What follows belongs to an exercise in optimizing a design on an open flow for small area, a short achievable clock period and few clock cycles; a production flow would make more cautious choices.
In this exercise RTL edits were held to simulation tests only and were not proved equivalent to the original.
Power figures rest on the tool's default switching activity, not on a simulated workload.

Setup of job 4869:
## ARM
module ARM(
	input clk,
	input rst,
	output [31:0] imem_addr,
	input  [31:0] imem_rdata,
	output [31:0] dmem_addr,
	output [31:0] dmem_wdata,
	output dmem_we,
	output dmem_re,
	input  [63:0] dmem_rdata,
	input  dmem_ready,
	output reg wb_en,
	output reg [3:0] wb_dest,
	output reg [31:0] wb_value
);
Size in the first run: about 4500 cells after synthesis.
clock: 18.0 ns
lec_check: 0
cap_margin: 20
core_margin: 2
core_utilization: 40
setup_slack_margin: 0.5
slew_margin: 20
standard.sh (not shown) runs the stock make flow with config.mk's settings and CLKGATE_MAP_FILE= SYNTH_SCRIPT=/design/flow/synth_recipe.tcl, a recipe that flattens the netlist after the stock synthesis.
==> flow/flow/run.sh <==
#!/bin/bash
set -euo pipefail
bash standard.sh finish SETUP_SLACK_MARGIN=12 CORE_UTILIZATION=60 PLACE_DENSITY=0.74 \
  "BUFFER_PORTS_ARGS=-buffer_cell sky130_fd_sc_hd__buf_1" \
  > standard_flow.log 2>&1
Job 4869 closes out successfully: all stages finished, all timing, DRC and antenna checks passed.
Testbench counts of job 4869, summed over its fixed seeds: cycles 112,813.
## Diff of input files: job 2435 against job 4869
==> flow/flow/run.sh <==
#!/bin/bash
set -euo pipefail
bash standard.sh finish SETUP_SLACK_MARGIN=12 CORE_UTILIZATION=55 PLACE_DENSITY=0.7 \
  "BUFFER_PORTS_ARGS=-buffer_cell sky130_fd_sc_hd__buf_1" SLEW_MARGIN=10 CAP_MARGIN=10 \
  > standard_flow.log 2>&1
--- outcome ---
Cmp job 4869 and job 2435 / final clock period utilization by the worst path / higher: job 2435
When job 2435 is measured against job 4869, its net total in the final layout turns out 25 higher.
In the tables for job 4869 and job 2435, post-route cell area reads lower with job 4869.
Between job 4869 and job 2435, utilization is lower for job 2435, job 4869 comes in above that.
Job 2435 vs. job 4869: maximum VDD drop went down about 16%; non-clock buffer contribution to total cell area went up 0.70 points; overall power after layout went up about 1.4%.
Re largest stage delay on the critical path: job 4869 and job 2435 aren't equal, and the higher value belongs to job 2435.
[compare] base=job 4869 new=job 2435: number of CTS-inserted buffers picked up an extra about 4.6%; area of the core region picked up an extra about 9%.
--- input diff job 2435..job 8173 ---
==> flow/flow/run.sh <==
#!/bin/bash
set -euo pipefail
bash standard.sh finish SETUP_SLACK_MARGIN=12 > standard_flow.log 2>&1
[summary]
From job 8173 to job 2435, number of failing setup endpoints in the final timing report did not move at all. Compared to job 2435, job 8173 was floorplanned on a bigger die. Clock tree buffer count of the final layout for job 8173: 2.8% up relative to job 2435. sky130_fd_sc_hd__a31oi_1 as the cell with the biggest individual delay on the critical path was reported by job 2435, and sky130_fd_sc_hd__buf_2 by job 8173. Comparing job 8173 and job 2435, the lower routed wire length is on job 2435. Largest driver fanout on the critical path ended up 27 lower on job 8173 than on job 2435. Re clock-cell share of area: job 8173 and job 2435 aren't equal, and the lower value belongs to job 8173. Compared to job 2435, job 8173 has die width about 17% higher. [diff] design area, job 8173 relative to job 2435: regression. Any difference in number of non-clock inverters between job 2435 and job 8173 is small enough to ignore.
Edits applied to the flow inputs when going from job 8173 to job 9224:
==> flow/flow/run.sh <==
#!/bin/bash
set -euo pipefail
bash standard.sh finish SETUP_SLACK_MARGIN=12 CORE_UTILIZATION=65 PLACE_DENSITY=0.78 \
  "BUFFER_PORTS_ARGS=-buffer_cell sky130_fd_sc_hd__buf_1" \
  > standard_flow.log 2>&1
Job 9224 closes out successfully: all stages finished, all timing, DRC and antenna checks passed. Sequential power: job 8173 vs job 9224, no meaningful difference. [compare] base=job 8173 new=job 9224: logic depth of the worst setup path including buffers lower, floorplan die area lost about 40%, overall power after layout now sits lower, via count saw an increase. Fraction of area in non-clock buffers in job 9224 is 3.5 points lower than in job 8173. imem_rdata[17] as the startpoint of the most critical setup path was reported by job 9224, and imem_rdata[3] by job 8173. Note that the last weighted congestion value of the routability-driven placer recorded for job 8173 amounts to 0.949 times the value seen in job 9224. Job 9224 gives less number of buffers created by CTS than job 8173 did. The instance area after placement of job 9224 falls short of that of job 8173 by 4.2%. Count of clock-buffer cells in the layout in job 9224 is 0.89% below job 8173. Relative to job 8173, job 9224 improves global-route wire length before repair.

---

try-willow:
Starting RTL as in the previous note.
clock: 18.0 ns
lec_check: 0
cap_margin: 20
core_margin: 2
core_utilization: 40
setup_slack_margin: 0.5
slew_margin: 20
==> flow/flow/run.sh <==
#!/bin/bash
set -euo pipefail
bash standard.sh finish SETUP_SLACK_MARGIN=12 CORE_UTILIZATION=55 PLACE_DENSITY=0.7 \
  "BUFFER_PORTS_ARGS=-buffer_cell sky130_fd_sc_hd__buf_1" CTS_CLUSTER_SIZE=30 \
  > standard_flow.log 2>&1
Testbench counts of try-willow, summed over its fixed seeds: cycles 112,813.
Modified inputs, try-onyx compared to try-willow
==> flow/flow/run.sh <==
#!/bin/bash
set -euo pipefail
bash standard.sh finish SETUP_SLACK_MARGIN=12 CORE_UTILIZATION=70 PLACE_DENSITY=0.82 \
  "BUFFER_PORTS_ARGS=-buffer_cell sky130_fd_sc_hd__buf_1" \
  > standard_flow.log 2>&1
## What came out
[compare] base=try-willow new=try-onyx: area used by multi-input combinational logic picked up an extra about 0.5%; post-layout worst setup margin decreased 0.17 ns. Slew at the pin closest to its max-slew limit: try-onyx > try-willow. Routed wire length was lower in try-onyx than in try-willow. Measured against try-onyx, the number of fillers in the final layout of try-willow comes out at 1.7 times the reference value. Portion of total power attributed to the clock network ends up lower on try-onyx. Changes observed in try-onyx relative to try-willow: average wire length per cell after detail routing up about 1.8%; largest fanout of any net on the critical path down 6.1%; met2 demand-to-capacity share in global routing up 13 points. [compare] base=try-willow new=try-onyx: cell area decreased by 1.3% relative to the old numbers; cell count decreased 266.
Relative to try-onyx, the following input files were edited for try-indigo:
==> flow/flow/run.sh <==
#!/bin/bash
set -euo pipefail
bash standard.sh finish SETUP_SLACK_MARGIN=12.25 CORE_UTILIZATION=65 PLACE_DENSITY=0.78 \
  "BUFFER_PORTS_ARGS=-buffer_cell sky130_fd_sc_hd__buf_1" \
  > standard_flow.log 2>&1
## What came out
- Each of the runs, namely try-onyx and try-indigo, reached the end of the flow and came out clean.
- try-indigo leaves more setup margin than try-onyx.
- Compared with try-onyx, try-indigo shows a maximum frequency that is 4.7% higher.
- Going from try-onyx to try-indigo, total net switching power went up; transition at the pin with the smallest max-transition slack shrank by 0.0090 ns; initial cell density of the core decreased 5.3 points.
- try-indigo: area of combinational cells with multiple inputs is 2.7% higher than what try-onyx reported.
- Looking at origin of the worst setup path, the imem_rdata[27] result is from try-indigo; the ir[0] one comes from try-onyx.
- Diff try-onyx..try-indigo | synthesis-stage register bit count | unchanged
- The run showing the smaller via count of the routed design is try-onyx.
- Going from try-onyx to try-indigo, non-clock buffer count grows by 108.
Modified inputs, try-harbor compared to try-indigo
==> flow/flow/run.sh <==
#!/bin/bash
set -euo pipefail
bash standard.sh finish SETUP_SLACK_MARGIN=11.75 CORE_UTILIZATION=65 PLACE_DENSITY=0.78 \
  "BUFFER_PORTS_ARGS=-buffer_cell sky130_fd_sc_hd__buf_1" \
  > standard_flow.log 2>&1
Results
Cell area was lower in the run labelled try-harbor. Lower first-pass GRT wire length among try-harbor and try-indigo: try-harbor. try-indigo has a higher portion of total power attributed to combinational logic than try-harbor. try-harbor completed every stage of the flow, and the final layout passed the timing, design-rule and antenna checks. Delta(share of the clock period used by the worst path after layout, try-harbor - try-indigo) > 0.

-- separate check: timing with driven ports --
In the flow no input, the clock included, has a driving cell. The finished layouts below were timed again as built, in two steps. Step 1: set_driving_cell puts a clkbuf_16 on clk and a buf_2 on each other input, an assumption about the parent block. Step 2 also shifts input and output timing later by t, the mid clock arrival at the registers, as if the neighbouring blocks saw the same clock. a / b / c = no drivers / after step 1 / after step 2; a / b = the first two.
run | shift t [ns] | setup slack, ns | worst hold slack (ns)
job 4869 | 0.756 | 11.935 / 11.966 / 11.223 | 0.476 / 0.476 / 0.476
job 2435 | 0.758 | 11.878 / 11.920 / 11.161 | 0.481 / 0.481 / 0.481
job 8173 | 0.795 | 11.996 / 12.033 / 11.247 | 0.470 / 0.470 / 0.470
job 9224 | 0.744 | 11.904 / 11.951 / 11.207 | 0.468 / 0.468 / 0.468
try-willow | 0.758 | 11.878 / 11.920 / 11.161 | 0.481 / 0.481 / 0.481
try-onyx | 0.732 | 11.711 / 11.711 / 11.014 | 0.493 / 0.493 / 0.493
try-indigo | 0.758 | 11.991 / 12.020 / 11.261 | 0.484 / 0.484 / 0.484
try-harbor | 0.749 | 11.777 / 11.785 / 11.076 | 0.481 / 0.481 / 0.481
After both steps setup and hold are still met in every run listed. For job 8173, which loses most, drivers alone change the setup slack by +0.037 ns; drivers and shift together by -0.749 ns.
